Background: an optimization exercise with open tools, aiming at small area. Do not read the settings as production practice. RTL that was checked went through simulation tests only; none was proved equivalent to the original. For runs 1 and 2, only the layout was checked, not whether the RTL still works. The flow treats the clock pin as an ideal source, which a real chip does not have. Power and IR drop assume default switching activity.

`flow/design.v`:
```
module whack_a_mole (clk,rst,matrow,matcol_r,matcol_g,
		row_b,col,seg_select,dig_select,beep);
input clk,rst;
input [3:0] row_b;
output [3:0] col;
output [7:0] matrow,matcol_r,matcol_g;
output [7:0] seg_select;
output [7:0] dig_select;
output beep;
reg [1:0] a;
reg [2:0] b;
reg       c;
reg [2:0] m;
reg [2:0] e;
reg [4:0] f;
reg [3:0] q;
wire t1k   = (a==2'd1) & (b==3'd2);           
wire t500  = t1k & ~c;
wire t50   = t500 & (e==3'd4) & ~m[0];        
wire t1    = t50 & (f==5'd24) & (m[1:0]==2'b00);    
wire thalf = t1 & m[2];                       
wire kb_en = (a==2'd1);                       
wire ended = f[4] & f[3] & f[2];
wire won  = ended & ~f[0];
wire lost = ended & f[0];
wire playing = ~ended;
wire time0;
wire ss;
always @(posedge clk) begin
	if (rst) begin
		a <= 0; b <= 0; c <= 0; m <= 0; e <= 0; f <= 0; q <= 0;
	end else begin
		a <= a + 2'd1;
		if (a==2'd3) b <= (b==3'd4) ? 3'd0 : b + 3'd1;
		if (t1k) c <= ~c;
		if (t500) begin
			m <= m + 3'd1;
			e <= (e==3'd4) ? 3'd0 : e + 3'd1;
		end
		if (playing) begin
			if (ss) f <= 5'b11100;                  
			else if (time0) f <= 5'b11101;          
			else if (t50) f <= (f==5'd24) ? 5'd0 : f + 5'd1;
		end
		q <= (q==4'd10) ? 4'd0 : q + 4'd1;
	end
end
wire clk_la = q[0] ^ a[0];                    
reg [1:0] ts;         
reg [3:0] tg;         
wire t40 = tg[3] & tg[1];                     
reg [3:0] rc;
always @(*) begin
	case ({ts, tg[3:1]})
	5'b00000: rc = 4'b1111;
	5'b00001: rc = 4'b0101;
	5'b00010: rc = 4'b0010;
	5'b00011: rc = 4'b1011;
	5'b00100: rc = 4'b1101;
	5'b00101: rc = 4'b0000;
	5'b00110: rc = 4'b1101;
	5'b00111: rc = 4'b0000;
	5'b01000: rc = 4'b0100;
	5'b01001: rc = 4'b1010;
	5'b01010: rc = 4'b0111;
	5'b01011: rc = 4'b1001;
	5'b01100: rc = 4'b0110;
	5'b01101: rc = 4'b0110;
	5'b01110: rc = 4'b0110;
	5'b01111: rc = 4'b0110;
	5'b10000: rc = 4'b1001;
	5'b10001: rc = 4'b1110;
	5'b10010: rc = 4'b1101;
	5'b10011: rc = 4'b1110;
	5'b10100: rc = 4'b1111;
	5'b10101: rc = 4'b1111;
	5'b10110: rc = 4'b1111;
	5'b10111: rc = 4'b1111;
	5'b11000: rc = 4'b1111;
	5'b11001: rc = 4'b0111;
	5'b11010: rc = 4'b0011;
	5'b11011: rc = 4'b0011;
	5'b11100: rc = 4'b0001;
	5'b11101: rc = 4'b0001;
	5'b11110: rc = 4'b0001;
	5'b11111: rc = 4'b0001;
	endcase
end
wire [1:0] R = rc[3:2];                       
wire [1:0] C = rc[1:0];                       
reg [1:0] mode;
reg [1:0] i;
reg       valid;
reg [1:0] rowloc;
wire key = ~&row_b;
always @(posedge clk) begin
	if (rst) begin
		mode <= 2'b00;
		valid <= 1'b0;
	end else if (kb_en) begin
		case (mode)
		2'b00, 2'b10: begin
			valid <= 1'b0;
			if (key) begin mode <= 2'b01; i <= 2'd0; end
			else mode <= 2'b00;
		end
		2'b01: begin
			if (key) mode <= 2'b11;
			else if (i==2'd3) mode <= 2'b10;
			else i <= i + 2'd1;
		end
		2'b11: begin
			if (key) begin
				valid <= 1'b1;
				rowloc <= ~row_b[0] ? 2'd0 : ~row_b[1] ? 2'd1 : ~row_b[2] ? 2'd2 : 2'd3;
			end else mode <= 2'b10;
		end
		endcase
	end
end
assign col = (mode==2'b00) ? 4'b0000 : ~(4'b0001 << i);
reg hit, hit_tmp, flag, en;
reg [3:0] sc;         
assign ss = sc[3] & sc[1];                    
assign time0 = (ts==2'd0) & (tg==4'd0);
wire score = hit & flag;
always @(posedge clk) begin
	if (rst) begin
		hit <= 0; hit_tmp <= 0; flag <= 1; en <= 0;
		sc <= 0; ts <= 2'd0; tg <= 4'd10;
	end else begin
		if (hit) hit_tmp <= 1'b1;
		else if (thalf) hit_tmp <= 1'b0;
		if (t50) begin
			hit <= playing & valid & (rowloc==R) & (i==C);
			if (score) begin
				flag <= 1'b0;
				en <= 1'b1;
				sc <= sc + 4'd1;
			end else begin
				if (~hit_tmp) flag <= 1'b1;
				if (~hit) en <= 1'b0;
			end
		end
		if (t1) begin                         
			if (tg==4'd0) begin tg <= 4'd9; ts <= ts - 2'd1; end
			else begin tg <= tg - 4'd1; if (t40) ts <= 2'd3; end
		end
	end
end
assign beep = en & clk_la;
wire [1:0] di = {m[0]^c, c};
assign dig_select = {4'b1111, ~(4'b0001 << di)};
reg [3:0] digit;
always @(*) begin
	case (di)
	2'd0: digit = tg;
	2'd1: digit = {1'b0, t40, ts};
	2'd2: digit = sc;
	default: digit = {3'b000, ss};
	endcase
end
reg [7:0] seg;
always @(*) begin
	case (digit)
	4'd0: seg = 8'b11111100;
	4'd1: seg = 8'b01100000;
	4'd2: seg = 8'b11011010;
	4'd3: seg = 8'b11110010;
	4'd4: seg = 8'b01100110;
	4'd5: seg = 8'b10110110;
	4'd6: seg = 8'b10111110;
	4'd7: seg = 8'b11100000;
	4'd8: seg = 8'b11111110;
	4'd9: seg = 8'b11110110;
	4'd12: seg = 8'b11111110;
	4'd13: seg = 8'b11110110;
	default: seg = 8'b11111100;
	endcase
end
assign seg_select = seg;
assign matrow = ~(8'b0000_0001 << m);
wire mole_on = playing & ~hit_tmp & (m[2]^m[1]) & ({m[2],m[0]}==R);
wire [7:0] mole = mole_on ? {2'b00, (4'b0001 << C), 2'b00} : 8'h00;
reg [7:0] cg, cr;
always @(*) begin
	cg = 8'h00; cr = 8'h00;
	case (m)
	3'd0: begin cg = won ? 8'h18 : 8'h00; end
	3'd1: begin cg = playing ? 8'h7E : won ? 8'h24 : 8'h00; cr = lost ? 8'h42 : 8'h00; end
	3'd2: begin cg = lost ? 8'h00 : 8'h42; cr = lost ? 8'h3C : mole; end
	3'd3: begin cg = playing ? 8'h42 : 8'h00; cr = mole; end
	3'd4: begin cg = playing ? 8'h42 : 8'h00; cr = mole; end
	3'd5: begin cg = playing ? 8'h42 : won ? 8'hA5 : 8'h00; cr = lost ? 8'h42 : mole; end
	3'd6: begin cg = playing ? 8'h7E : won ? 8'h42 : 8'h00; cr = lost ? 8'hA5 : 8'h00; end
	default: ;
	endcase
end
assign matcol_g = cg;
assign matcol_r = cr;
endmodule
```
`flow/flow/run.sh`:
```
#!/bin/bash
# Own layout flow: the standard ORFS flow (standard.sh) with
#  - synthesis: the standard flow's synthesis script, but the ABC mapping step is replaced by
#    abc_multi.tcl (area-oriented ABC scripts abc_s*.abc, smallest result kept)
#    and no half/full-adder cell extraction
#  - port buffers: the smallest buffer cell instead of the default
#  - clock: the flip-flops are split into a few groups by position; one clock
#    buffer per group, driven by the clock port, drives the group (pre_cts.tcl);
#    TritonCTS is then told to skip the clock nets
# Each tool's output goes to a log file in this folder (flow_make.log, orfs/logs).
set -euo pipefail
W=$(pwd)
F=$W/flow
export MY_FLOW_DIR=$F
sed -e "s#^\( *\)log_cmd abc {\*}\$abc_args#\1source $F/abc_multi.tcl#" \
  "$FLOW_HOME/scripts/synth.tcl" > $W/synth_area.tcl
grep -q "abc_multi.tcl" $W/synth_area.tcl
sed -e "s#^source \$::env(SCRIPTS_DIR)/synth.tcl#source $W/synth_area.tcl#" $W/synth_recipe.tcl > $W/my_synth.tcl
grep -q "synth_area.tcl" $W/my_synth.tcl
CTS="-sink_clustering_enable -dont_use_dummy_load"
CLKBUF=sky130_fd_sc_hd__clkbuf_8
[ -f $F/clock_buffer.txt ] && CLKBUF=$(cat $F/clock_buffer.txt)
CLKGROUPS=2
[ -f $F/clock_groups.txt ] && CLKGROUPS=$(cat $F/clock_groups.txt)
bash standard.sh SYNTH_SCRIPT=$W/my_synth.tcl ADDER_MAP_FILE= \
  "BUFFER_PORTS_ARGS=-buffer_cell sky130_fd_sc_hd__buf_1" \
  "CTS_ARGS=$CTS" PRE_CTS_TCL=$F/pre_cts.tcl MY_CLOCK_BUFFER=$CLKBUF MY_CLOCK_CLUSTERS=$CLKGROUPS \
  SKIP_REPAIR_TIE_FANOUT=1 \
  finish > $W/flow_make.log 2>&1
```
`flow/flow/abc_multi.tcl`:
```
# Map the combinational logic with ABC several times (different deepsyn seeds)
# and keep the smallest result. Sourced by synth_area.tcl in place of its abc call.
set lib0 [lindex $::env(LIB_FILES) 0]
design -save pre_abc
set best_area 1e30
set best_s -1
foreach s {0 1 2 3} {
  design -load pre_abc
  log_cmd abc -script $::env(MY_FLOW_DIR)/abc_s$s.abc {*}$lib_args {*}$lib_dont_use_args -constr $::env(OBJECTS_DIR)/abc.constr
  set st [tee -q -s result.string stat -liberty $lib0]
  if { [regexp {Chip area for module '[^']*': ([0-9.eE+]+)} $st -> area] } {
    puts "ABC try $s: area $area"
    if { $area < $best_area } {
      set best_area $area
      set best_s $s
    }
  }
  design -save abc_res_$s
}
puts "ABC best try: $best_s (area $best_area)"
design -load abc_res_$best_s
```
`flow/flow/abc_s0.abc`:
```
strash
&get -n
&deepsyn -T 10 -S 0
&put
dc2
strash
&get -n
&dch -f
&nf -a -R 1000
&put
topo
```
`flow/flow/abc_s1.abc`:
```
strash
&get -n
&deepsyn -T 10 -S 1
&put
dc2
strash
&get -n
&dch -f
&nf -a -R 1000
&put
topo
```
`flow/flow/abc_s2.abc`:
```
strash
&get -n
&deepsyn -T 10 -S 2
&put
dc2
strash
&get -n
&dch -f
&nf -a -R 1000
&put
topo
```
`flow/flow/abc_s3.abc`:
```
strash
&get -n
&deepsyn -T 10 -S 3
&put
dc2
strash
&get -n
&dch -f
&nf -a -R 1000
&put
topo
```
`flow/flow/clock_groups.txt`:
```
3
```
`flow/flow/pre_cts.tcl`:
```
# Clock distribution: the flip-flops are split into MY_CLOCK_CLUSTERS groups by
# position (k-means); one clock buffer placed at each group's centroid drives
# that group, and the clock port drives only these buffers. TritonCTS is then
# told to skip the clock nets.
set block [ord::get_db_block]
set dbu [$block getDbUnitsPerMicron]
set net [$block findNet clk]
set k 1
if { [info exists ::env(MY_CLOCK_CLUSTERS)] } { set k $::env(MY_CLOCK_CLUSTERS) }
set pts {}
foreach it [$net getITerms] {
  set bb [[$it getInst] getBBox]
  lappend pts [list [expr {([$bb xMin] + [$bb xMax]) / 2.0}] [expr {([$bb yMin] + [$bb yMax]) / 2.0}] $it]
}
set n [llength $pts]
# initial centres: points spread along x
set sorted [lsort -real -index 0 $pts]
set cx {}
set cy {}
for {set c 0} {$c < $k} {incr c} {
  set p [lindex $sorted [expr {int(($c + 0.5) * $n / $k)}]]
  lappend cx [lindex $p 0]
  lappend cy [lindex $p 1]
}
for {set iter 0} {$iter < 50} {incr iter} {
  set asg {}
  foreach p $pts {
    set best 0
    set bd 1e30
    for {set c 0} {$c < $k} {incr c} {
      set d [expr {abs([lindex $p 0] - [lindex $cx $c]) + abs([lindex $p 1] - [lindex $cy $c])}]
      if { $d < $bd } { set bd $d; set best $c }
    }
    lappend asg $best
  }
  set nx {}
  set ny {}
  for {set c 0} {$c < $k} {incr c} {
    set sx 0.0; set sy 0.0; set m 0
    foreach p $pts a $asg {
      if { $a == $c } { set sx [expr {$sx + [lindex $p 0]}]; set sy [expr {$sy + [lindex $p 1]}]; incr m }
    }
    if { $m > 0 } {
      lappend nx [expr {$sx / $m}]
      lappend ny [expr {$sy / $m}]
    } else {
      lappend nx [lindex $cx $c]
      lappend ny [lindex $cy $c]
    }
  }
  set cx $nx
  set cy $ny
}
for {set c 0} {$c < $k} {incr c} {
  set pins {}
  foreach p $pts a $asg {
    if { $a == $c } {
      set it [lindex $p 2]
      lappend pins [sta::find_pin "[[$it getInst] getName]/[[$it getMTerm] getName]"]
    }
  }
  if { [llength $pins] == 0 } { continue }
  set x [expr {[lindex $cx $c] / $dbu}]
  set y [expr {[lindex $cy $c] / $dbu}]
  puts "clock group $c: [llength $pins] flip-flops, buffer at ($x, $y)"
  insert_buffer -buffer_cell $::env(MY_CLOCK_BUFFER) -net clk -load_pins $pins \
    -location [list $x $y] -buffer_name clkbuf_$c -net_name clk_$c
  lappend skip clk_$c
}
lappend skip clk
set_cts_config -skip_nets $skip
```
`flow/standard.sh`:
```
#!/bin/bash
# synth_recipe.tcl (not shown) runs the flow's synth.tcl, then flattens the netlist and writes it again
# the make line also repeats each setting of config.mk as NAME=value (left out here)
make -C /OpenROAD-flow-scripts/flow DESIGN_CONFIG=/design/flow/config.mk WORK_HOME=/design/flow/orfs CLKGATE_MAP_FILE= SYNTH_SCRIPT=/design/flow/synth_recipe.tcl "${@:-finish}"
```
`flow/config.mk`:
```
export PLATFORM = sky130hd
export DESIGN_NAME = whack_a_mole
export DESIGN_NICKNAME = whack_a_mole
export VERILOG_FILES = /design/flow/design.v
export SDC_FILE = /design/flow/constraint.sdc
export NUM_CORES = 4
export LEC_CHECK = 0
export CAP_MARGIN = 20
export CORE_MARGIN = 2
export CORE_UTILIZATION = 70
export SLEW_MARGIN = 20
```
`flow/constraint.sdc`:
```
create_clock -name core_clock -period 6.0 [get_ports {clk}]
set_input_delay 1.2000 -clock core_clock [delete_from_list [all_inputs] [get_ports {clk}]]
set_output_delay 1.2000 -clock core_clock [all_outputs]
set_load 0.01 [all_outputs]
```
==> results of run 1 <==
worst paths after layout:
path                            startpoint          end  slack, ns  cells past startpoint
worst max-delay path                 tg[2]  matcol_r[5]       2.27                     10
worst min-delay path                 valid        valid       0.47                      1
worst max register to register        a[0]        ts[1]       2.42                     13
worst min register to register       valid        valid       0.47                      1
per-stage QoR:
step           utilization  instance area [µm²]  instances  total power [µW]  setup WS (ns)
2_1_floorplan            -                 2290        300               320           2.48
3_3_place_gp         0.796                 2450        380               328           2.50
3_5_place_dp         0.796                 2450        380               330           2.45
4_1_cts              0.809                 2490        383               418           2.44
5_1_grt              0.809                 2490        383               450           1.91
6_report             0.809                 2490        383               436           2.27
area by class of cell, without the clock buffers:
cell class                 count  area share
timing repair buffer          47      0.0739
tap                           44      0.0221
sequential                    42       0.354
inverter                      13      0.0196
multi-input combinational    234       0.514
cell usage after synthesis, types with 6 or more instances:
library cell	instances
nand3_1	11
nor2b_1	6
a21oi_1	28
dfxtp_1	38
buf_4	11
clkinv_1	13
nand2_1	26
o21ai_0	13
and3_1	7
nand2b_1	12
nor2_1	50
xnor2_1	6
nor3_1	12
registers in the layout, summed over array words and instances, names as in the netlist:
signal,cells
f,5
q,4
sc,4
tg,4
b,3
e,3
m,3
a,2
i,2
mode,2
rowloc,2
ts,2
c,1
en,1
flag,1
hit,1
hit_tmp,1
valid,1
power groups by stage:
| stage | logic, µW | registers, µW | clock network [µW] |
|---|---|---|---|
| finish | 29.1 | 294 | 113 |
| global route | 32.7 | 295 | 122 |
| CTS | 29.3 | 301 | 87.7 |
| detailed placement | 29.2 | 301 | 0 |
| global placement | 28.0 | 300 | 0 |
| floorplan | 21.0 | 299 | 0 |
worst register-to-register path: cells and delay by family (launching register included):
kind	cells	cell delay [ns]
xor gates and xnor gates	1	0.18
AOI/OAI and AO/OA	3	0.53
buffers and inverters	1	0.20
DFF	1	0.43
and+or+nand+nor	8	2.12
kinds of logic (layout without fill, tap and decap cells):
| kind of cell | count (synthesis) | count (layout) | share of synthesized area |
|---|---|---|---|
| AND/OR/NAND/NOR | 145 | 145 | 0.305 |
| AO/OA/AOI/OAI | 76 | 76 | 0.207 |
| flip-flops | 42 | 42 | 0.384 |
| buffers and inverters | 24 | 63 | 0.0573 |
| XOR/XNOR | 9 | 9 | 0.0344 |
| other | 2 | 2 | 0.00328 |
| multiplexers | 2 | 2 | 0.00873 |
metal layers:
| metal | up-vias | track usage | routed length, µm |
|---|---|---|---|
| li1 | 1144 | - | - |
| met1 | 1036 | 0.320 | 2120 |
| met2 | 58 | 0.503 | 2520 |
| met3 | 0 | 0.0147 | 203 |
| met4 | 0 | 0.0280 | 0 |
| met5 | - | 0 | 0 |
==> summary.txt, run 1 <==
Route
  • Residual DRC count: 0
  • Post-route ant nets: 0
  • TritonRoute pass-1 iters: 4
  • Via count: 2,238
  • Initial DRC count: 95
  • Via density: 5.84
  • Final wirelength: just under 5000 µm
  • Drt wl/cell: roughly 13 µm

Cells and area
  • Synthesis-to-finish area growth: 8.62%
  • Fin nets: roughly 350
  • Multi-input logic area: roughly 0.0013 mm²
  • Register area: 881 µm²
  • Most common cell after layout, fill and taps aside: nor2_1
  • Share of layout cells above drive strength 1: 0.0147
  • Commonest cells after routing, fill and taps aside: nor2_1, buf_1, dfxtp_1
  • Filler cells: about 230
  • N_diodes: 0

Worst setup path
  • Crit-path leading delay family: simple AND/OR/NAND/NOR gates
  • Startpoint Class: register
  • Worst Path Arrival: between 2 and 3 ns
  • Most used cell, CP: nor2_1
  • Cells along the critical path: nor2b_1, xnor2_1, nor2_1, nor2_1, a211oi_1, mux2i_1, nor4_1, nand2_1, o21ai_0, buf_1
  • CP max stage delay: ~0.4 ns
  • Worst path buffer plus inverter count: 1
  • Worst EP required: ~4.8 ns
  • Crit end category: output pin
  • Crit-path max FO: 5
  • Critical path class: reg -> out
  • CP max-delay cell: dfxtp_1

Power
  • PwrDens: roughly 180 mW/mm²
  • Int Pwr: 344 µW
  • Pleak: ~0.00088 µW
  • Clock Power Share: 0.259
  • Max IR drop VDD: 220 µV
  • Switching pwr: ~92 µW
  • Reg power frac: 0.675
  • Comb pwr share: 0.067
  • Switching Share: 0.210

Yosys
  • Synth area leaders: dfxtp_1, nor2_1, a21oi_1
  • Register area share after synthesis: 0.384
  • Synthesized Nets: between 300 and 400
  • Synth area leader: dfxtp_1
  • Synthesized instance count: 300
  • Synth cell types: 44
  • Post-Syn Area per Cell: 7.64 µm²
  • EDFF count, synth: 4
  • Yosys warnings: 1
  • #FFs+latches synth: 42
  • Top_reg_cell synth: dfxtp_1
  • Proportion of netlist area held by the largest area contributor: 0.332
  • Asr flop ratio synth: 0
  • Post-Syn Area: 0.00229 mm²

Place
  • IO buf count: 45
  • HPWL after DPL: around 3800 µm
  • GPL Wtd Cong: about 0.8

Global routing
  • Gr ovfl total: 0
  • Vias in the first global route: approximately 1,800
  • First-pass GRT wire length: between 7000 and 8000 µm
  • Gr usage total: 0.258
  • Initial antenna violation count: 0
  • Largest net degree at the start of global routing: 36

Clock network
  • Setup Fix Bufs, Post-CTS: 0
  • Reg clk slew, reported paths: between 0.1 and 0.15 ns
  • Resize count post-CTS: 0
  • Hold buffers post-CTS: 0
  • Clk latency of the worst-skew pair: 0.16 ns

Floorplan
  • DIE AREA: around 0.0037 mm²
  • Core ar.: about 0.003 mm²
  • Die width: about 61 µm
  • Starting Density: 0.745
  • Rows: 20
  • Io pins: 51
  • Die Y: between 60 and 70 µm

Flow run
  • Maxcap violations: 0

STA
  • Period utilization: 0.622
  • Min Clock Period, post-route: around 3.7 ns
  • Max-slew headroom: 0.467
  • Finish-stage setup viols: 0
  • Worst Skew: about 0.033 ns
  • RSZ-0062 raised after global routing: no
  • Final hold slack: 0.466 ns
  • Pins Over Slew Limit: 0
  • Slew @ Worst Pin: slightly below 0.8 ns
  • Maximum clock rate: 0.268 GHz
  • Final Hold Fails: 0
  • Setup total negative slack: 0 ns

Status
  • Status: no timing/DRC/antenna violations

Min path
  • Min-delay worst type: reg -> reg
==> run 2: changes to the inputs <==
==> flow/flow/clock_buffer.txt (new file) <==
sky130_fd_sc_hd__clkbuf_4
==> flow/flow/clock_groups.txt (replaced) <==
4
==> run 2 against run 1 <==
Net effect:
- still clean on timing, DRC and antenna
- area after synthesis unchanged
- die area is the same
- clock power down 14%
- cell area is 0.45% lower
- critical path type unchanged
- critical endpoint unchanged
==> summary.txt, run 2 <==
Route
  • Post-route ant nets: 0
  • Via density: 5.88
  • Drt wl/cell: approximately 13 µm
  • Final wirelength: around 4900 µm
  • Residual DRC count: 0
  • Via count: between 2,000 and 2,500
  • TritonRoute pass-1 iters: 4
  • Initial DRC count: 84

Worst setup path
  • Crit end category: output pin
  • Worst EP required: about 4.8 ns
  • Crit-path max FO: 5
  • Worst R2R Path Depth: 13
  • R2R setup slack: 2.45 ns
  • Startpoint Class: register
  • Critical path class: reg -> out
  • Worst Path Arrival: about 2.6 ns

Clock network
  • Reg clk slew, reported paths: roughly 0.12 ns
  • Clk latency of the worst-skew pair: 0.17 ns
  • Resize count post-CTS: 0
  • Setup Fix Bufs, Post-CTS: 0
  • Hold buffers post-CTS: 0

Power
  • Pleak: just under 0.0009 µW
  • PwrDens: around 170 mW/mm²
  • Max IR drop VDD: between 200 and 250 µV

STA
  • Final Hold Fails: 0
  • Finish-stage setup viols: 0
  • Slew @ Worst Pin: a little under 0.8 ns
  • Maximum clock rate: between 0.2 and 0.3 GHz
  • RSZ-0062 raised after global routing: no
  • Period utilization: 0.632
  • Max-slew headroom: 0.467
  • Final WS setup: 2.21 ns
  • Min Clock Period, post-route: between 3 and 4 ns
  • Worst Skew: about 0.029 ns
  • Setup total negative slack: 0 ns
  • Pins Over Slew Limit: 0

Floorplan
  • Core ar.: around 0.0031 mm²
  • Io pins: slightly above 50
  • DIE AREA: 0.00375 mm²
  • Die width: just over 60 µm
  • Die Y: ~60 µm
  • Rows: 20
  • Starting Density: 0.745

Status
  • Status: no timing/DRC/antenna violations

Global routing
  • Initial antenna violation count: 0
  • Gr ovfl total: 0
  • Gr usage total: 0.260
  • Vias in the first global route: about 1,800
  • Largest net degree at the start of global routing: 36
  • Met2 GRT Util: 0.506
  • Met1 usage: 0.320
  • Layer with the highest usage: met2
  • GRT met3 Usage: 0.0231
  • First-pass GRT wire length: 7670 µm

Yosys
  • Synth area leaders: dfxtp_1, nor2_1, a21oi_1
  • EDFF count, synth: 4
  • Proportion of netlist area held by the largest area contributor: 0.332
  • Synth cell types: between 40 and 50
  • Yosys warnings: 1
  • Top-count cell post-synth: nor2_1
  • Top_reg_cell synth: dfxtp_1
  • #FFs+latches synth: between 40 and 50
  • Register area share after synthesis: 0.384
  • Asr flop ratio synth: 0
  • Post-Syn Area per Cell: 7.64 µm²
  • Synth cell count leaders: nor2_1, dfxtp_1, a21oi_1, nand2_1
  • Synth area leader: dfxtp_1
  • Synthesized instance count: 300
  • Synthesized Nets: about 310
  • Post-Syn Area: about 0.0023 mm²

Cells and area
  • Share of layout cells above drive strength 1: 0.0176
  • N_diodes: 0
  • Most common cell after layout, fill and taps aside: nor2_1
  • Fin nets: roughly 350
  • Largest reg by FF count: f
  • Synthesis-to-finish area growth: 8.13%
  • Commonest cells after routing, fill and taps aside: nor2_1, buf_1, dfxtp_1
  • Max reg flops: 5
  • Filler cells: roughly 230

Place
  • DP Worst Slack: between 2 and 2.5 ns
  • IO buf count: between 40 and 50
  • HPWL after DPL: ~3800 µm
  • GPL Wtd Cong: 0.817

Min path
  • Min-delay worst type: reg -> reg
  • Hold path depth: 1

Flow run
  • Maxcap violations: 0
[run 2: worst max-delay path: stages, from the launching register on]
cell      delay (ns)
dfxtp_1         0.43
nor2b_1         0.34
xnor2_1         0.13
nor2_1          0.15
nor2_1          0.06
a211oi_1        0.38
mux2i_1         0.13
nor4_1          0.36
nand2_1         0.12
o21ai_0         0.17
buf_1           0.17
[run 2: through the flow]
step           instance area (µm²)  utilization  total power (µW)  hold WS [ns]  instances
2_1_floorplan                 2290            -               320         0.427        300
5_1_grt                       2480        0.805               436         0.474        384
3_5_place_dp                  2450        0.796               330         0.442        380
6_report                      2480        0.805               420         0.459        384
3_3_place_gp                  2450        0.796               328         0.442        380
4_1_cts                       2480        0.805               404         0.442        384
[run 2: power by group]
| group | internal, µW | switching [µW] |
|---|---|---|
| clock | 32.0 | 64.9 |
| sequential | 289 | 5.76 |
| combinational | 9.84 | 19.3 |
[run 2: logic make-up (layout without fill, tap and decap cells)]
group,count (synthesis),count (layout),synth area share
compound gates,76,76,0.207
xor+xnor,9,9,0.0344
flops,42,42,0.384
mux,2,2,0.00873
other cells,2,2,0.00328
simple gates,145,145,0.305
buf+inv,24,64,0.0573
[run 2: area by class of cell, without the clock buffers]
| class | instances | area [µm²] | area share |
|---|---|---|---|
| Timing Repair Buffer | 47 | 184 | 0.0742 |
| Tap cell | 44 | 55.1 | 0.0222 |
| Multi-Input combinational cell | 234 | 1280 | 0.516 |
| Sequential cell | 42 | 881 | 0.355 |
| Inverter | 13 | 48.8 | 0.0197 |
[run 2: path summary, 6_finish.rpt]
check	end	startpoint
max	matcol_r[5]	tg[2]
max reg2reg	ts[1]	a[0]
min reg2reg	valid	valid
min	valid	valid
[run 2: routing by layer]
layer | part of all wire | vias to the layer above
met4 | 0.0055 | 0
met3 | 0.040 | 2
met1 | 0.44 | 1059
li1 | - | 1148
met2 | 0.51 | 48
met5 | 0 | -
==> run 3: changes to the inputs <==
--- a/flow/design.v
+++ b/flow/design.v
@@ -14,9 +14,9 @@
 reg [2:0] e;
 reg [4:0] f;
 reg [3:0] q;
-wire t1k   = (a==2'd1) & (b==3'd2);           
+wire t1k   = (a==2'd1) & b[1] & b[0];         
 wire t500  = t1k & ~c;
-wire t50   = t500 & (e==3'd4) & ~m[0];        
+wire t50   = t500 & e[2] & ~e[1] & ~m[0];     
 wire t1    = t50 & (f==5'd24) & (m[1:0]==2'b00);    
 wire thalf = t1 & m[2];                       
 wire kb_en = (a==2'd1);                       
@@ -31,11 +31,11 @@
 		a <= 0; b <= 0; c <= 0; m <= 0; e <= 0; f <= 0; q <= 0;
 	end else begin
 		a <= a + 2'd1;
-		if (a==2'd3) b <= (b==3'd4) ? 3'd0 : b + 3'd1;
+		if (a==2'd3) b <= {b[1:0], ~(b[2] | b[1])};
 		if (t1k) c <= ~c;
 		if (t500) begin
 			m <= m + 3'd1;
-			e <= (e==3'd4) ? 3'd0 : e + 3'd1;
+			e <= {e[1:0], ~(e[2] | e[1])};
 		end
 		if (playing) begin
 			if (ss) f <= 5'b11100;                  
@@ -101,21 +101,25 @@
 		case (mode)
 		2'b00, 2'b10: begin
 			valid <= 1'b0;
-			if (key) begin mode <= 2'b01; i <= 2'd0; end
-			else mode <= 2'b00;
+			mode <= key ? 2'b01 : 2'b00;
 		end
 		2'b01: begin
 			if (key) mode <= 2'b11;
 			else if (i==2'd3) mode <= 2'b10;
-			else i <= i + 2'd1;
 		end
 		2'b11: begin
-			if (key) begin
-				valid <= 1'b1;
-				rowloc <= ~row_b[0] ? 2'd0 : ~row_b[1] ? 2'd1 : ~row_b[2] ? 2'd2 : 2'd3;
-			end else mode <= 2'b10;
+			if (key) valid <= 1'b1;
+			else mode <= 2'b10;
 		end
 		endcase
+	end
+end
+always @(posedge clk) begin
+	if (kb_en) begin
+		if (~mode[0]) i <= 2'd0;
+		else if (~mode[1] & ~key & (i!=2'd3)) i <= i + 2'd1;
+		if ((mode==2'b11) & key)
+			rowloc <= ~row_b[0] ? 2'd0 : ~row_b[1] ? 2'd1 : ~row_b[2] ? 2'd2 : 2'd3;
 	end
 end
 assign col = (mode==2'b00) ? 4'b0000 : ~(4'b0001 << i);
--- a/flow/flow/run.sh
+++ b/flow/flow/run.sh
@@ -18,9 +18,9 @@
 sed -e "s#^source \$::env(SCRIPTS_DIR)/synth.tcl#source $W/synth_area.tcl#" $W/synth_recipe.tcl > $W/my_synth.tcl
 grep -q "synth_area.tcl" $W/my_synth.tcl
 CTS="-sink_clustering_enable -dont_use_dummy_load"
-CLKBUF=sky130_fd_sc_hd__clkbuf_8
+CLKBUF=sky130_fd_sc_hd__clkbuf_4
 [ -f $F/clock_buffer.txt ] && CLKBUF=$(cat $F/clock_buffer.txt)
-CLKGROUPS=2
+CLKGROUPS=4
 [ -f $F/clock_groups.txt ] && CLKGROUPS=$(cat $F/clock_groups.txt)
 bash standard.sh SYNTH_SCRIPT=$W/my_synth.tcl ADDER_MAP_FILE= \
   "BUFFER_PORTS_ARGS=-buffer_cell sky130_fd_sc_hd__buf_1" \
--- a/flow/flow/pre_cts.tcl
+++ b/flow/flow/pre_cts.tcl
@@ -1,5 +1,5 @@
-# Clock distribution: the flip-flops are split into MY_CLOCK_CLUSTERS groups by
-# position (k-means); one clock buffer placed at each group's centroid drives
+# Clock distribution: the flip-flops are split into MY_CLOCK_CLUSTERS groups of
+# near-equal size by position (k-means with a size cap); one clock buffer placed at each group's centroid drives
 # that group, and the clock port drives only these buffers. TritonCTS is then
 # told to skip the clock nets.
 set block [ord::get_db_block]
@@ -22,16 +22,28 @@
   lappend cx [lindex $p 0]
   lappend cy [lindex $p 1]
 }
-for {set iter 0} {$iter < 50} {incr iter} {
-  set asg {}
+# k-means with a size cap: each flip-flop goes to the nearest centre that still
+# has room, closest pairs first
+set cap [expr {($n + $k - 1) / $k}]
+for {set iter 0} {$iter < 30} {incr iter} {
+  set pairs {}
+  set idx 0
   foreach p $pts {
-    set best 0
-    set bd 1e30
     for {set c 0} {$c < $k} {incr c} {
       set d [expr {abs([lindex $p 0] - [lindex $cx $c]) + abs([lindex $p 1] - [lindex $cy $c])}]
-      if { $d < $bd } { set bd $d; set best $c }
+      lappend pairs [list $d $idx $c]
     }
-    lappend asg $best
+    incr idx
+  }
+  set pairs [lsort -real -index 0 $pairs]
+  set asg [lrepeat $n -1]
+  set cnt [lrepeat $k 0]
+  foreach pr $pairs {
+    lassign $pr d idx c
+    if { [lindex $asg $idx] >= 0 } { continue }
+    if { [lindex $cnt $c] >= $cap } { continue }
+    lset asg $idx $c
+    lset cnt $c [expr {[lindex $cnt $c] + 1}]
   }
   set nx {}
   set ny {}
removed: flow/flow/clock_buffer.txt
removed: flow/flow/clock_groups.txt
==> run 3 against run 2 <==
Net effect:
- clock skew is 0.019 ns lower
- combinational power decreased by 6%
- sequential share of layout area up 0.86 points
- global-route usage is 0.27 points lower
- worst setup slack worse by 0.27 ns
- synthesized cell count down 5.7%
- critical path depth unchanged
- worst hold slack improved by 0.016 ns
- die area is 2.1% lower
- largest cell class unchanged
- largest power group unchanged
- highest routed layer unchanged
==> summary.txt, run 3 <==
STA
  • Max-slew headroom: 0.567
  • Min Clock Period, post-route: around 4 ns
  • Maximum clock rate: around 0.25 GHz
  • Period utilization: 0.677
  • Finish-stage setup viols: 0
  • Final Hold Fails: 0
  • Final WS setup: 1.94 ns
  • Pins Over Slew Limit: 0
  • Worst Skew: roughly 0.01 ns
  • Slew @ Worst Pin: around 0.64 ns
  • RSZ-0062 raised after global routing: no
  • Setup total negative slack: 0 ns

Worst setup path
  • Crit-path max FO: 20
  • Worst r2r src: m[0]
  • Worst R2R Path Depth: 9
  • Worst Path Arrival: roughly 2.9 ns
  • Startpoint Class: register
  • Worst EP required: roughly 4.8 ns
  • Critical path class: reg -> out
  • R2R setup slack: around 2.7 ns
  • Crit end category: output pin
  • Reg2reg end: tg[3]

Yosys
  • Top_reg_cell synth: dfxtp_1
  • Synth cell types: 43
  • Yosys warnings: 1
  • Proportion of netlist area held by the largest area contributor: 0.339
  • Synthesized instance count: around 280
  • Post-Syn Area: 0.00224 mm²
  • #FFs+latches synth: 42
  • Register area share after synthesis: 0.393
  • Synthesized Nets: about 290
  • Asr flop ratio synth: 0
  • Synth cell count leaders: dfxtp_1, nor2_1, a21oi_1, nand2_1, o21ai_0
  • Post-Syn Area per Cell: 7.92 µm²
  • Synth area leaders: dfxtp_1, a21oi_1, nor2_1
  • Synth area leader: dfxtp_1
  • EDFF count, synth: 4
  • Top-count cell post-synth: dfxtp_1

Floorplan
  • DIE AREA: about 0.0037 mm²
  • Io pins: between 50 and 60
  • Core ar.: 0.00305 mm²
  • Die width: ~60 µm
  • Rows: 20
  • Die Y: between 60 and 70 µm
  • Starting Density: 0.734

Min path
  • Hold path depth: 2
  • Hold EP: e[0]
  • Worst hold start: e[0]
  • Min-delay worst type: reg -> reg

Global routing
  • Gr usage total: 0.257
  • Largest net degree at the start of global routing: 35
  • First-pass GRT wire length: 7510 µm
  • Initial antenna violation count: 0
  • Gr ovfl total: 0
  • Vias in the first global route: 1,772

Clock network
  • Resize count post-CTS: 0
  • Clk latency of the worst-skew pair: ~0.17 ns
  • Reg clk slew, reported paths: about 0.11 ns
  • Setup Fix Bufs, Post-CTS: 0
  • Hold buffers post-CTS: 0

Route
  • Initial DRC count: approximately 170
  • TritonRoute pass-1 iters: 4
  • Post-route ant nets: 0
  • Via count: 2,121
  • Residual DRC count: 0
  • Final wirelength: roughly 4600 µm
  • Via density: ~5.8
  • Drt wl/cell: 12.6 µm

Power
  • Pleak: between 0.0008 and 0.0009 µW
  • PwrDens: about 180 mW/mm²
  • Max IR drop VDD: 176 µV

Place
  • GPL Wtd Cong: around 0.83
  • DP Worst Slack: 2.19 ns
  • IO buf count: between 40 and 50
  • HPWL after DPL: ~3400 µm

Cells and area
  • Commonest cells after routing, fill and taps aside: buf_1, dfxtp_1, nor2_1
  • N_diodes: 0
  • Largest reg by FF count: f
  • Most common cell after layout, fill and taps aside: buf_1
  • Share of layout cells above drive strength 1: 0.0186
  • Synthesis-to-finish area growth: 7.98%
  • Fin nets: 330
  • Max reg flops: 5
  • Post-route core utilization: 0.793

Flow run
  • Maxcap violations: 0

Status
  • Status: no timing/DRC/antenna violations
-- run 3: cell count changes in the layout (fill, tap and decap cells not counted), moves of 3 or more --
cell | previous run | this run
a22o_1 | 1 | 6
nand2_1 | 26 | 22
nand2b_1 | 12 | 7
nor2_1 | 50 | 35
o211ai_1 | 1 | 4
o22ai_1 | 5 | 2
o31ai_1 | 2 | 5
-- run 3: kinds of logic after synthesis --
group           count (synthesis)  share of synthesized area
other cells                     2                    0.00335
simple gates                  121                      0.264
compound gates                 86                      0.241
flops                          42                      0.393
buf+inv                        23                     0.0570
xor+xnor                        7                     0.0274
mux                             2                     0.0145
-- run 3: worst max-delay path by stage --
stage / start / to / slack (ns)
6_report: m[0] / seg_select[3] / 1.94
5_1_grt: m[0] / seg_select[3] / 1.54
4_1_cts: m[0] / seg_select[3] / 2.18
3_5_place_dp: m[0] / seg_select[3] / 2.19
3_3_place_gp: m[0] / seg_select[3] / 2.35
2_1_floorplan: m[0] / seg_select[3] / 2.37
-- run 3: per-layer routing --
| metal | up-vias | GRT usage | part of all wire |
|---|---|---|---|
| li1 | 1101 | - | - |
| met1 | 952 | 0.355 | 0.46 |
| met2 | 65 | 0.459 | 0.47 |
| met3 | 3 | 0.0192 | 0.065 |
| met4 | 0 | 0.0248 | 0.0070 |
| met5 | - | 0 | 0 |
-- run 3: final cells by class, without the clock buffers --
type                            instances  area [µm²]
Inverter                               12        45.0
Multi-Input combinational cell        218        1230
Tap cell                               44        55.1
Fill cell                             242         633
Sequential cell                        42         881
Timing Repair Buffer                   46         176
-- run 3: per-stage QoR --
stage / cells / instance area [µm²] / hold slack [ns] / total power (µW)
after global placement: 362 / 2390 / 0.451 / 328
final: 366 / 2420 / 0.475 / 425
after global routing: 366 / 2420 / 0.500 / 439
after CTS: 366 / 2420 / 0.459 / 403
after detailed placement: 362 / 2390 / 0.459 / 329
after floorplan: 283 / 2240 / 0.426 / 320
-- run 3: critical path, cell delays in order, from the launching register on --
cell and delay [ns]:
dfxtp_1 0.71, nor2_1 0.18, a221oi_1 0.54, nor2_1 0.13, nor2_1 0.10, o21ai_0 0.13, o21ai_0 0.35, o21a_1 0.16
a21oi_1 0.05, a21oi_1 0.17, buf_1 0.17
-- run 3: power by group --
group          internal [µW]  switching (µW)  total (µW)  leakage, µW
Combinational           9.86            17.5        27.4     0.000473
Sequential               289            6.79         295     0.000345
Clock                   32.1            70.4         102    0.0000184
==> run 4: changes to the inputs <==
--- a/flow/design.v
+++ b/flow/design.v
@@ -123,28 +123,23 @@
 	end
 end
 assign col = (mode==2'b00) ? 4'b0000 : ~(4'b0001 << i);
-reg hit, hit_tmp, flag, en;
+reg hit, hit_tmp, hm, en;
 reg [3:0] sc;         
 assign ss = sc[3] & sc[1];                    
 assign time0 = (ts==2'd0) & (tg==4'd0);
-wire score = hit & flag;
+wire score = hit & ~hm;
 always @(posedge clk) begin
 	if (rst) begin
-		hit <= 0; hit_tmp <= 0; flag <= 1; en <= 0;
+		hit <= 0; hit_tmp <= 0; hm <= 0; en <= 0;
 		sc <= 0; ts <= 2'd0; tg <= 4'd10;
 	end else begin
 		if (hit) hit_tmp <= 1'b1;
 		else if (thalf) hit_tmp <= 1'b0;
 		if (t50) begin
 			hit <= playing & valid & (rowloc==R) & (i==C);
-			if (score) begin
-				flag <= 1'b0;
-				en <= 1'b1;
-				sc <= sc + 4'd1;
-			end else begin
-				if (~hit_tmp) flag <= 1'b1;
-				if (~hit) en <= 1'b0;
-			end
+			hm <= hit_tmp;
+			en <= hit & (en | ~hm);
+			if (score) sc <= sc + 4'd1;
 		end
 		if (t1) begin                         
 			if (tg==4'd0) begin tg <= 4'd9; ts <= ts - 2'd1; end
--- a/flow/flow/run.sh
+++ b/flow/flow/run.sh
@@ -25,5 +25,5 @@
 bash standard.sh SYNTH_SCRIPT=$W/my_synth.tcl ADDER_MAP_FILE= \
   "BUFFER_PORTS_ARGS=-buffer_cell sky130_fd_sc_hd__buf_1" \
   "CTS_ARGS=$CTS" PRE_CTS_TCL=$F/pre_cts.tcl MY_CLOCK_BUFFER=$CLKBUF MY_CLOCK_CLUSTERS=$CLKGROUPS \
-  SKIP_REPAIR_TIE_FANOUT=1 \
+  SKIP_REPAIR_TIE_FANOUT=1 SYNTH_INSBUF=0 \
   finish > $W/flow_make.log 2>&1
--- a/flow/flow/abc_multi.tcl
+++ b/flow/flow/abc_multi.tcl
@@ -4,7 +4,7 @@
 design -save pre_abc
 set best_area 1e30
 set best_s -1
-foreach s {0 1 2 3} {
+foreach s {0 1 2 3 4 5 6 7} {
   design -load pre_abc
   log_cmd abc -script $::env(MY_FLOW_DIR)/abc_s$s.abc {*}$lib_args {*}$lib_dont_use_args -constr $::env(OBJECTS_DIR)/abc.constr
   set st [tee -q -s result.string stat -liberty $lib0]
==> flow/flow/abc_s4.abc (new file) <==
strash
&get -n
&deepsyn -T 10 -S 4
&put
dc2
strash
&get -n
&dch -f
&nf -a -R 1000
&put
topo
==> flow/flow/abc_s5.abc (new file) <==
strash
&get -n
&deepsyn -T 10 -S 5
&put
dc2
strash
&get -n
&dch -f
&nf -a -R 1000
&put
topo
==> flow/flow/abc_s6.abc (new file) <==
strash
&get -n
&deepsyn -T 10 -S 6
&put
dc2
strash
&get -n
&dch -f
&nf -a -R 1000
&put
topo
==> flow/flow/abc_s7.abc (new file) <==
strash
&get -n
&deepsyn -T 10 -S 7
&put
dc2
strash
&get -n
&dch -f
&nf -a -R 1000
&put
topo
==> run 4 against run 3 <==
Net effect:
- via count grew 3.3%
- critical path depth did not move
- die area down 4.1%
- critical endpoint is now seg_select[1]
- sequential power barely moved
- clock skew up 0.0034 ns
- highest routed layer unchanged
- clock power about the same
==> summary.txt, run 4 <==
STA
  • Period utilization: 0.607
  • RSZ-0062 raised after global routing: no
  • Min Clock Period, post-route: 3.64 ns
  • Max-slew headroom: 0.618
  • Finish-stage setup viols: 0
  • Final WS setup: 2.36 ns
  • Maximum clock rate: 0.275 GHz
  • Slew @ Worst Pin: approximately 0.57 ns
  • Final Hold Fails: 0
  • Setup total negative slack: 0 ns
  • Worst Skew: ~0.013 ns
  • Pins Over Slew Limit: 0

Route
  • TritonRoute pass-1 iters: 5
  • Residual DRC count: 0
  • Post-route ant nets: 0
  • Final wirelength: ~4900 µm
  • Via density: just under 6
  • Initial DRC count: around 100
  • Drt wl/cell: ~13 µm
  • Via count: between 2,000 and 2,500

Yosys
  • Synth area leader: dfxtp_1
  • #FFs+latches synth: between 40 and 50
  • Asr flop ratio synth: 0
  • Multiplexer area fraction after synthesis: 0.0140
  • Synthesized instance count: 287
  • Compound-cell area share of the yosys netlist: 0.230
  • Top_reg_cell synth: dfxtp_1
  • Post-synthesis simple-gate area fraction: 0.308
  • Synthesized Nets: roughly 290
  • Proportion of netlist area held by the largest area contributor: 0.355
  • Synth Area in Adders: 0
  • Synth cell types: 39
  • Top-count cell post-synth: nor2_1
  • Synth area leaders: dfxtp_1, a21oi_1, nor2_1
  • Post-Syn Area: roughly 0.0021 mm²
  • Largest family of logic cells by synthesized area: simple AND/OR/NAND/NOR gates
  • EDFF count, synth: 4
  • Post-Syn Area per Cell: ~7.5 µm²
  • Synth cell count leaders: nor2_1, nand2_1, dfxtp_1, a21oi_1, nor3_1
  • Register area share after synthesis: 0.411
  • Xor/xnor share of the synthesized area: 0.0123
  • Yosys warnings: 1

Min path
  • Min-delay worst type: reg -> reg
  • Worst hold start: e[0]
  • Hold EP: e[1]
  • Hold path depth: 2

Worst setup path
  • Critical path class: reg -> out
  • Worst path buffer plus inverter count: 2
  • Startpoint Class: register
  • CP max-delay cell: dfxtp_1
  • Worst Path Arrival: ~2.4 ns
  • Worst EP required: 4.80 ns
  • CP max stage delay: around 0.69 ns
  • Worst R2R Path Depth: 10
  • R2R setup slack: 2.84 ns
  • Crit-path max FO: 18
  • Reg2reg end: tg[3]
  • Crit-path leading delay family: simple AND/OR/NAND/NOR gates
  • Worst r2r src: a[0]
  • Cells along the critical path: nor2b_1, o21ai_0, o221ai_1, nand2_1, clkinv_1, nor2_1, o22ai_1, nand3b_1, nand2_1, buf_1
  • Most used cell, CP: nand2_1
  • Crit end category: output pin

Floorplan
  • Io pins: roughly 50
  • DIE AREA: around 0.0035 mm²
  • Rows: 20
  • Die Y: around 59 µm
  • Die width: about 59 µm
  • Core ar.: roughly 0.003 mm²
  • Starting Density: 0.720

Place
  • IO buf count: 45
  • DP Cell Count: 366
  • GPL Wtd Cong: 0.886
  • DP Worst Slack: 2.60 ns
  • HPWL after DPL: approximately 3700 µm

Cells and area
  • Filler cells: approximately 240
  • Final instance count without filler cells: 370
  • Share of layout cells above drive strength 1: 0.0148
  • N_diodes: 0
  • Largest reg by FF count: f
  • Max reg flops: 5
  • Synthesis-to-finish area growth: 11.6%
  • Fin nets: about 350
  • Commonest cells after routing, fill and taps aside: nor2_1, buf_1, nand2_1

Clock network
  • Resize count post-CTS: 0
  • Clk latency of the worst-skew pair: between 0.15 and 0.2 ns
  • Hold buffers post-CTS: 0
  • Setup Fix Bufs, Post-CTS: 0
  • Reg clk slew, reported paths: 0.12 ns

Flow run
  • Maxcap violations: 0

Power
  • Overall power: 429 µW
  • Max IR drop VDD: 181 µV
  • PwrDens: approximately 180 mW/mm²
  • Pleak: 0.000864 µW

Global routing
  • Gr ovfl total: 0
  • Largest net degree at the start of global routing: 33
  • Vias in the first global route: a little under 2,000
  • Initial antenna violation count: 0
  • Gr usage total: 0.286
  • First-pass GRT wire length: between 8000 and 9000 µm

Status
  • Status: no timing/DRC/antenna violations
run 4: cell count changes after synthesis, sizes merged, moves of 3 or more:
cell,previous run,this run
xnor2,5,0
nand2b,7,10
a22o,6,1
nand2,22,40
or3,5,2
nor4,4,1
nor2,35,45
and2,5,2
a21oi,30,35
buf,11,0
o211ai,4,1
run 4: report_power, final:
group / internal, µW / leakage (µW) / switching (µW)
clock: 32.1 / 0.0000184 / 71.7
combinational: 9.72 / 0.000501 / 18.3
sequential: 289 / 0.000345 / 7.72
total: 331 / 0.000864 / 97.7
run 4: through the flow:
stage	hold WS (ns)	area, µm²	util
final	0.458	2390	0.803
after global routing	0.517	2390	0.803
after detailed placement	0.447	2360	0.793
after global placement	0.443	2360	0.793
after CTS	0.449	2390	0.803
after floorplan	0.426	2140	-
run 4: metal layers:
layer,vias to the layer above,share of wire,global-route usage
li1,1131,-,-
met1,994,0.45,0.383
met2,56,0.49,0.499
met3,9,0.041,0.0218
met4,0,0.020,0.0714
met5,-,0,0
run 4: final cells by class, without the clock buffers:
class | count | area (µm²) | area share
inverters | 12 | 45.0 | 0.0188
well taps | 33 | 41.3 | 0.0173
flip-flops and latches | 42 | 881 | 0.368
multi-input cells | 233 | 1220 | 0.509
repair buffers | 46 | 176 | 0.0738
run 4: how the worst max path moves through the flow:
| stage | start | to | slack [ns] | cells past startpoint |
|---|---|---|---|---|
| after floorplan | m[0] | seg_select[1] | 2.79 | 8 |
| after global placement | tg[3] | matcol_r[5] | 2.62 | 8 |
| after detailed placement | m[0] | seg_select[1] | 2.60 | 10 |
| after CTS | m[0] | seg_select[1] | 2.60 | 10 |
| after global routing | m[0] | seg_select[1] | 2.11 | 10 |
| final | m[0] | seg_select[1] | 2.36 | 10 |
run 4: logic make-up after synthesis:
group           count (synthesis)
xor+xnor                        3
other cells                     2
compound gates                 82
buf+inv                        12
mux                             3
flops                          42
simple gates                  143
run 4: worst min-delay path, cell delays in order, from the launching register on:
cell     delay, ns
dfxtp_1       0.33
nand2_1       0.05
a21oi_1       0.05
==> run 5: changes to the inputs <==
--- a/flow/flow/run.sh
+++ b/flow/flow/run.sh
@@ -4,6 +4,8 @@
 #    abc_multi.tcl (area-oriented ABC scripts abc_s*.abc, smallest result kept)
 #    and no half/full-adder cell extraction
 #  - port buffers: the smallest buffer cell instead of the default
+#  - tie cells: one conb cell drives both the constant-1 and constant-0 outputs
+#    (post_floorplan.tcl)
 #  - clock: the flip-flops are split into a few groups by position; one clock
 #    buffer per group, driven by the clock port, drives the group (pre_cts.tcl);
 #    TritonCTS is then told to skip the clock nets
@@ -25,5 +27,5 @@
 bash standard.sh SYNTH_SCRIPT=$W/my_synth.tcl ADDER_MAP_FILE= \
   "BUFFER_PORTS_ARGS=-buffer_cell sky130_fd_sc_hd__buf_1" \
   "CTS_ARGS=$CTS" PRE_CTS_TCL=$F/pre_cts.tcl MY_CLOCK_BUFFER=$CLKBUF MY_CLOCK_CLUSTERS=$CLKGROUPS \
-  SKIP_REPAIR_TIE_FANOUT=1 SYNTH_INSBUF=0 \
+  SKIP_REPAIR_TIE_FANOUT=1 SYNTH_INSBUF=0 POST_FLOORPLAN_TCL=$F/post_floorplan.tcl \
   finish > $W/flow_make.log 2>&1
--- a/flow/flow/abc_multi.tcl
+++ b/flow/flow/abc_multi.tcl
@@ -4,7 +4,7 @@
 design -save pre_abc
 set best_area 1e30
 set best_s -1
-foreach s {0 1 2 3 4 5 6 7} {
+foreach s {0 1 2 3 4 5 6 7 8 9 10 11} {
   design -load pre_abc
   log_cmd abc -script $::env(MY_FLOW_DIR)/abc_s$s.abc {*}$lib_args {*}$lib_dont_use_args -constr $::env(OBJECTS_DIR)/abc.constr
   set st [tee -q -s result.string stat -liberty $lib0]
==> flow/flow/abc_s10.abc (new file) <==
strash
&get -n
&deepsyn -T 10 -S 10
&put
dc2
strash
&get -n
&dch -f
&nf -a -R 1000
&put
topo
==> flow/flow/abc_s11.abc (new file) <==
strash
&get -n
&deepsyn -T 10 -S 11
&put
dc2
strash
&get -n
&dch -f
&nf -a -R 1000
&put
topo
==> flow/flow/abc_s8.abc (new file) <==
strash
&get -n
&deepsyn -T 10 -S 8
&put
dc2
strash
&get -n
&dch -f
&nf -a -R 1000
&put
topo
==> flow/flow/abc_s9.abc (new file) <==
strash
&get -n
&deepsyn -T 10 -S 9
&put
dc2
strash
&get -n
&dch -f
&nf -a -R 1000
&put
topo
==> flow/flow/post_floorplan.tcl (new file) <==
# The synthesis leaves one tie cell for the constant-1 outputs and one for the
# constant-0 output; a conb cell has both a HI and a LO pin, so keep one cell
# and drive both nets from it.
set block [ord::get_db_block]
set hi_inst ""
set lo_inst ""
foreach inst [$block getInsts] {
  if { [[$inst getMaster] getName] ne "sky130_fd_sc_hd__conb_1" } { continue }
  set hi [[$inst findITerm HI] getNet]
  set lo [[$inst findITerm LO] getNet]
  if { $hi ne "NULL" && $lo eq "NULL" && $hi_inst eq "" } { set hi_inst $inst }
  if { $lo ne "NULL" && $hi eq "NULL" && $lo_inst eq "" } { set lo_inst $inst }
}
if { $hi_inst ne "" && $lo_inst ne "" } {
  set lo_net [[$lo_inst findITerm LO] getNet]
  [$lo_inst findITerm LO] disconnect
  [$hi_inst findITerm LO] connect $lo_net
  puts "tie cells merged: [$hi_inst getName] now drives [$lo_net getName]; removed [$lo_inst getName]"
  odb::dbInst_destroy $lo_inst
}
--- a/flow/config.mk
+++ b/flow/config.mk
@@ -5,7 +5,7 @@
 export SDC_FILE = /design/flow/constraint.sdc
 export NUM_CORES = 4
 export LEC_CHECK = 0
-export CAP_MARGIN = 20
+export CAP_MARGIN = 0
 export CORE_MARGIN = 2
 export CORE_UTILIZATION = 70
-export SLEW_MARGIN = 20
+export SLEW_MARGIN = 0
==> run 5 against run 4 <==
Net effect:
- clock skew grew 0.0031 ns
- sequential power is essentially flat
- combinational power is essentially flat
- still clean
- critical path type unchanged
- routed wire length shrank 2.9%
==> summary.txt, run 5 <==
Route
  • Drt wl/cell: between 10 and 15 µm
  • Final wirelength: about 4700 µm
  • Initial DRC count: 100
  • TritonRoute pass-1 iters: 4
  • Post-route ant nets: 0
  • Via count: around 2,200
  • Via density: ~6
  • Residual DRC count: 0

Flow run
  • Maxcap violations: 0

Yosys
  • Synth cell count leaders: nor2_1, nand2_1, dfxtp_1, a21oi_1, nor3_1
  • Yosys warnings: 1
  • Post-Syn Area: approximately 0.0021 mm²
  • Asr flop ratio synth: 0
  • #FFs+latches synth: 42
  • Top_reg_cell synth: dfxtp_1
  • Post-Syn Area per Cell: about 7.5 µm²
  • Synthesized instance count: around 290
  • EDFF count, synth: 4
  • Top-count cell post-synth: nor2_1
  • Synth area leaders: dfxtp_1, a21oi_1, nor2_1
  • Synthesized Nets: 293
  • Synth area leader: dfxtp_1
  • Proportion of netlist area held by the largest area contributor: 0.355
  • Synth cell types: 39
  • Register area share after synthesis: 0.411

Cells and area
  • Fin nets: 345
  • Commonest cells after routing, fill and taps aside: nor2_1, buf_1, nand2_1
  • Synthesis-to-finish area growth: 11.4%
  • N_diodes: 0
  • Share of layout cells above drive strength 1: 0.0149
  • Max reg flops: 5
  • Largest reg by FF count: f

Worst setup path
  • Crit-path leading delay family: simple AND/OR/NAND/NOR gates
  • Worst R2R Path Depth: 10
  • Most used cell, CP: nand2_1
  • Cells along the critical path: nor2b_1, o21ai_0, o221ai_1, nand2_1, clkinv_1, nor2_1, o22ai_1, nand3b_1, nand2_1, buf_1
  • Worst Path Arrival: 2.42 ns
  • Startpoint Class: register
  • Worst path buffer plus inverter count: 2
  • Crit end category: output pin
  • CP max stage delay: ~0.7 ns
  • R2R setup slack: around 2.8 ns
  • Critical path depth in cells: 10
  • Crit-path max FO: 18
  • Worst EP required: approximately 4.8 ns
  • CP max-delay cell: dfxtp_1
  • Critical path class: reg -> out

Place
  • HPWL after DPL: between 3000 and 4000 µm
  • IO buf count: 45
  • GPL Wtd Cong: between 0.9 and 1

STA
  • Min Clock Period, post-route: 3.62 ns
  • Pins Over Slew Limit: 0
  • Max-slew headroom: 0.614
  • Finish-stage setup viols: 0
  • Final Hold Fails: 0
  • Maximum clock rate: about 0.28 GHz
  • Slew @ Worst Pin: between 0.5 and 0.6 ns
  • Setup total negative slack: 0 ns
  • RSZ-0062 raised after global routing: no
  • Worst Skew: between 0.015 and 0.02 ns
  • Final hold slack: 0.468 ns
  • Period utilization: 0.604

Global routing
  • Largest net degree at the start of global routing: 38
  • Vias in the first global route: between 1,500 and 2,000
  • Initial antenna violation count: 0
  • First-pass GRT wire length: between 7000 and 8000 µm
  • Gr ovfl total: 0
  • Gr usage total: 0.275

Power
  • Max IR drop VDD: 146 µV
  • Pleak: around 0.00086 µW
  • PwrDens: 179 mW/mm²

Floorplan
  • DIE AREA: 0.00352 mm²
  • Starting Density: 0.720
  • Io pins: ~50
  • Rows: 20
  • Die Y: between 50 and 60 µm
  • Die width: approximately 60 µm
  • Core ar.: 0.00298 mm²

Status
  • Status: no timing/DRC/antenna violations

Clock network
  • Clk latency of the worst-skew pair: 0.17 ns
  • Resize count post-CTS: 0
  • Reg clk slew, reported paths: 0.11 ns
  • Setup Fix Bufs, Post-CTS: 0
  • Hold buffers post-CTS: 0

Min path
  • Hold path depth: 2
  • Min-delay worst type: reg -> reg
-- run 5: changes by cell type in the layout (fill, tap and decap cells not counted), sizes merged --
cell | before | now
conb | 2 | 1
-- run 5: kinds of logic after synthesis --
group	count (synthesis)	share of synthesized area
compound gates	82	0.230
xor+xnor	3	0.0123
buf+inv	12	0.0210
flops	42	0.411
mux	3	0.0140
other cells	2	0.00350
simple gates	143	0.308
-- run 5: metrics by stage --
step	worst slack (ns)	utilization	cell area, µm²	std cells	power [µW]
floorplan	2.79	-	2140	287	320
global placement	2.60	0.792	2360	365	330
detailed placement	2.60	0.792	2360	365	332
CTS	2.59	0.802	2390	369	406
global route	2.08	0.802	2390	369	443
finish	2.38	0.802	2390	369	426
-- run 5: worst register-to-register path, cell delays in order (launching register included) --
cell      delay, ns
dfxtp_1        0.51
nand4b_1       0.23
or2_0          0.36
nor2_1         0.18
nand3b_1       0.24
nor2_1         0.35
nand4_1        0.27
or3_1          0.46
nor3_1         0.21
nand2_1        0.11
a21o_1         0.19
-- run 5: report_power, final --
part / switching, µW / internal (µW)
Clock: 69.4 / 32.0
Sequential: 7.57 / 289
Combinational: 18.4 / 9.73
-- run 5: layout make-up, without the clock buffers --
| class | count | area (µm²) |
|---|---|---|
| sequential | 42 | 881 |
| tap | 33 | 41.3 |
| inverter | 12 | 45.0 |
| fill | 222 | 591 |
| multi-input combinational | 232 | 1210 |
| timing repair buffer | 46 | 176 |
-- run 5: final timing paths --
check | startpoint | endpoint
max | m[0] | seg_select[1]
min | e[0] | e[1]
max reg2reg | a[0] | tg[3]
min reg2reg | e[0] | e[1]
-- run 5: metal layers --
metal	track usage	share of wire	wire length, µm
met2	0.488	0.48	2280
met4	0.0325	0.010	48
met3	0.0240	0.049	232
met1	0.375	0.46	2170
met5	0	0	0
==> run 6: changes to the inputs <==
--- a/flow/flow/run.sh
+++ b/flow/flow/run.sh
@@ -4,6 +4,8 @@
 #    abc_multi.tcl (area-oriented ABC scripts abc_s*.abc, smallest result kept)
 #    and no half/full-adder cell extraction
 #  - port buffers: the smallest buffer cell instead of the default
+#  - reset port: a buf_4 port buffer (pre_global_place.tcl), since it drives
+#    most flip-flops
 #  - tie cells: one conb cell drives both the constant-1 and constant-0 outputs
 #    (post_floorplan.tcl)
 #  - clock: the flip-flops are split into a few groups by position; one clock
@@ -27,5 +29,5 @@
 bash standard.sh SYNTH_SCRIPT=$W/my_synth.tcl ADDER_MAP_FILE= \
   "BUFFER_PORTS_ARGS=-buffer_cell sky130_fd_sc_hd__buf_1" \
   "CTS_ARGS=$CTS" PRE_CTS_TCL=$F/pre_cts.tcl MY_CLOCK_BUFFER=$CLKBUF MY_CLOCK_CLUSTERS=$CLKGROUPS \
-  SKIP_REPAIR_TIE_FANOUT=1 SYNTH_INSBUF=0 POST_FLOORPLAN_TCL=$F/post_floorplan.tcl \
+  SKIP_REPAIR_TIE_FANOUT=1 SYNTH_INSBUF=0 POST_FLOORPLAN_TCL=$F/post_floorplan.tcl PRE_GLOBAL_PLACE_TCL=$F/pre_global_place.tcl \
   finish > $W/flow_make.log 2>&1
==> flow/flow/pre_global_place.tcl (new file) <==
# The reset input fans out to most flip-flops, so the default small port
# buffer would get a second buffer from repair_design. Give the reset port a
# larger port buffer instead, and keep buffer_ports from adding another.
insert_buffer -buffer_cell sky130_fd_sc_hd__buf_4 -net rst -buffer_name rst_port_buf -net_name rst_buf
set_dont_touch [get_nets rst]
==> run 6 against run 5 <==
Net effect:
- area after synthesis did not move
- die area did not move
- core utilization is 0.13 points lower
- routed wire length increased by 4.8%
- largest power group unchanged
- highest routed layer unchanged
==> summary.txt, run 6 <==
Status
  • Status: no timing/DRC/antenna violations

Place
  • HPWL after DPL: 3680 µm
  • GPL Wtd Cong: just over 0.9
  • DP Worst Slack: about 2.6 ns
  • IO buf count: 44

Cells and area
  • Largest reg by FF count: f
  • Most common cell after layout, fill and taps aside: nor2_1
  • Fin nets: 344
  • Commonest cells after routing, fill and taps aside: nor2_1, buf_1, nand2_1
  • N_diodes: 0
  • Share of layout cells above drive strength 1: 0.0149
  • Multi-input logic area: around 0.0012 mm²
  • Max reg flops: 5
  • Filler cells: about 220
  • Register area: between 800 and 900 µm²
  • Synthesis-to-finish area growth: 11.2%

Clock network
  • Reg clk slew, reported paths: ~0.10 ns
  • Hold buffers post-CTS: 0
  • Setup Fix Bufs, Post-CTS: 0
  • Resize count post-CTS: 0
  • Clk latency of the worst-skew pair: approximately 0.18 ns

Worst setup path
  • Worst Path Arrival: approximately 2.5 ns
  • Crit end category: output pin
  • Critical path launch point: m[0]
  • Critical path class: reg -> out
  • Worst r2r src: a[0]
  • Worst EP required: roughly 4.8 ns
  • Startpoint Class: register
  • Crit-path max FO: 18
  • Worst R2R Path Depth: 10

STA
  • Final Hold Fails: 0
  • Setup total negative slack: 0 ns
  • Slew @ Worst Pin: 0.597 ns
  • Final WS setup: about 2.3 ns
  • Maximum clock rate: 0.273 GHz
  • Finish-stage setup viols: 0
  • Period utilization: 0.611
  • Worst Skew: 0.0192 ns
  • Max-slew headroom: 0.601
  • Min Clock Period, post-route: 3.67 ns
  • Pins Over Slew Limit: 0
  • RSZ-0062 raised after global routing: no

Yosys
  • Post-Syn Area: 0.00214 mm²
  • Top_reg_cell synth: dfxtp_1
  • Proportion of netlist area held by the largest area contributor: 0.355
  • Synth cell types: 39
  • Synth cell count leaders: nor2_1, nand2_1, dfxtp_1, a21oi_1, nor3_1
  • Register area share after synthesis: 0.411
  • Top-count cell post-synth: nor2_1
  • EDFF count, synth: 4
  • Synthesized instance count: 287
  • Asr flop ratio synth: 0
  • Yosys warnings: 1
  • Synth area leaders: dfxtp_1, a21oi_1, nor2_1
  • #FFs+latches synth: 42
  • Post-Syn Area per Cell: between 7 and 8 µm²
  • Synth area leader: dfxtp_1
  • Synthesized Nets: ~290

Global routing
  • Gr usage total: 0.292
  • Vias in the first global route: approximately 1,800
  • Initial antenna violation count: 0
  • First-pass GRT wire length: 8160 µm
  • Gr ovfl total: 0
  • Largest net degree at the start of global routing: 38

Floorplan
  • Starting Density: 0.720
  • Io pins: around 50
  • Core ar.: between 0.002 and 0.003 mm²
  • Rows: 20
  • Die width: approximately 59 µm
  • DIE AREA: 0.00352 mm²
  • Die Y: about 59 µm

Power
  • Max IR drop VDD: around 150 µV
  • Pleak: ~0.00086 µW
  • Overall power: between 400 and 500 µW
  • PwrDens: around 180 mW/mm²

Flow run
  • Maxcap violations: 0

Route
  • Residual DRC count: 0
  • Via count: 2,197
  • Via density: approximately 6
  • TritonRoute pass-1 iters: 4
  • Final wirelength: between 4000 and 5000 µm
  • Post-route ant nets: 0
  • Drt wl/cell: between 10 and 15 µm
  • Initial DRC count: about 130

Min path
  • Worst hold start: e[0]
  • Hold path depth: 2
  • Min-delay worst type: reg -> reg
run 6: cell counts after synthesis:
No cell type changed its count.
run 6: worst paths after layout:
kind / to / slack [ns]
worst max-delay path: seg_select[1] / 2.33
worst min-delay path: e[1] / 0.46
worst max register to register: tg[3] / 2.83
worst min register to register: e[1] / 0.46
run 6: layout make-up, without the clock buffers:
type / count / share of cell area
multi-input cells: 232 / 0.509
flip-flops and latches: 42 / 0.370
repair buffers: 45 / 0.0724
inverters: 12 / 0.0189
well taps: 33 / 0.0173
run 6: per-stage QoR:
| step | utilization | instances | cell area, µm² | hold slack, ns |
|---|---|---|---|---|
| 3_3_place_gp | 0.790 | 364 | 2350 | 0.439 |
| 3_5_place_dp | 0.790 | 364 | 2350 | 0.446 |
| 6_report | 0.800 | 368 | 2380 | 0.458 |
| 4_1_cts | 0.800 | 368 | 2380 | 0.445 |
| 2_1_floorplan | - | 287 | 2140 | 0.426 |
| 5_1_grt | 0.800 | 368 | 2380 | 0.491 |
run 6: worst max-delay path, stage by stage, from the launching register on:
cell      delay [ns]
dfxtp_1         0.71
nor2b_1         0.37
o21ai_0         0.18
o221ai_1        0.14
nand2_1         0.15
clkinv_1        0.07
nor2_1          0.05
o22ai_1         0.27
nand3b_1        0.13
nand2_1         0.08
buf_1           0.15
run 6: cell families after synthesis:
group	synth area share
simple gates	0.308
flops	0.411
other cells	0.00350
compound gates	0.230
mux	0.0140
buf+inv	0.0210
xor+xnor	0.0123
run 6: power breakdown:
group / switching [µW] / internal, µW / leakage [µW]
clock network: 67.7 / 32.0 / 0.0000184
registers: 7.85 / 289 / 0.000345
logic: 18.5 / 9.60 / 0.000496
run 6: routing by layer:
metal  up-vias  track usage  wire [µm]
li1       1132            -          -
met1       976        0.390       2140
met2        82        0.524       2490
met3         7       0.0218        272
met4         0       0.0390         58
met5         -            0          0

re-timing with driven ports:
How much do the figures lean on ideal ports? The routed layouts below were timed once more, with nothing changed but the port constraints. Step 1, drivers: a clkbuf_16 drives clk and a buf_2 each remaining input, both assumed. Step 2, shift: input delay + t, output delay - t, t = (earliest + latest rising clock arrival at the registers) / 2. This alone moves slack from input paths to output paths. a / b / c = ideal / step 1 / step 2; a / b = the first two.
run | t, ns | setup slack, ns | clock arrival spread, ns | worst slew at a driven data input, ns
run 1 | 0.193 | 2.267 / 2.223 / 2.415 | 0.034 / 0.033 | 0.03
run 2 | 0.200 | 2.208 / 2.165 / 2.365 | 0.028 / 0.029 | 0.03
run 3 | 0.214 | 1.935 / 1.886 / 2.100 | 0.009 / 0.010 | 0.03
run 4 | 0.214 | 2.360 / 2.312 / 2.527 | 0.014 / 0.013 | 0.03
run 5 | 0.212 | 2.378 / 2.332 / 2.544 | 0.017 / 0.016 | 0.03
run 6 | 0.213 | 2.332 / 2.286 / 2.499 | 0.019 / 0.019 | 0.03
After both steps setup and hold are still met in every run listed.
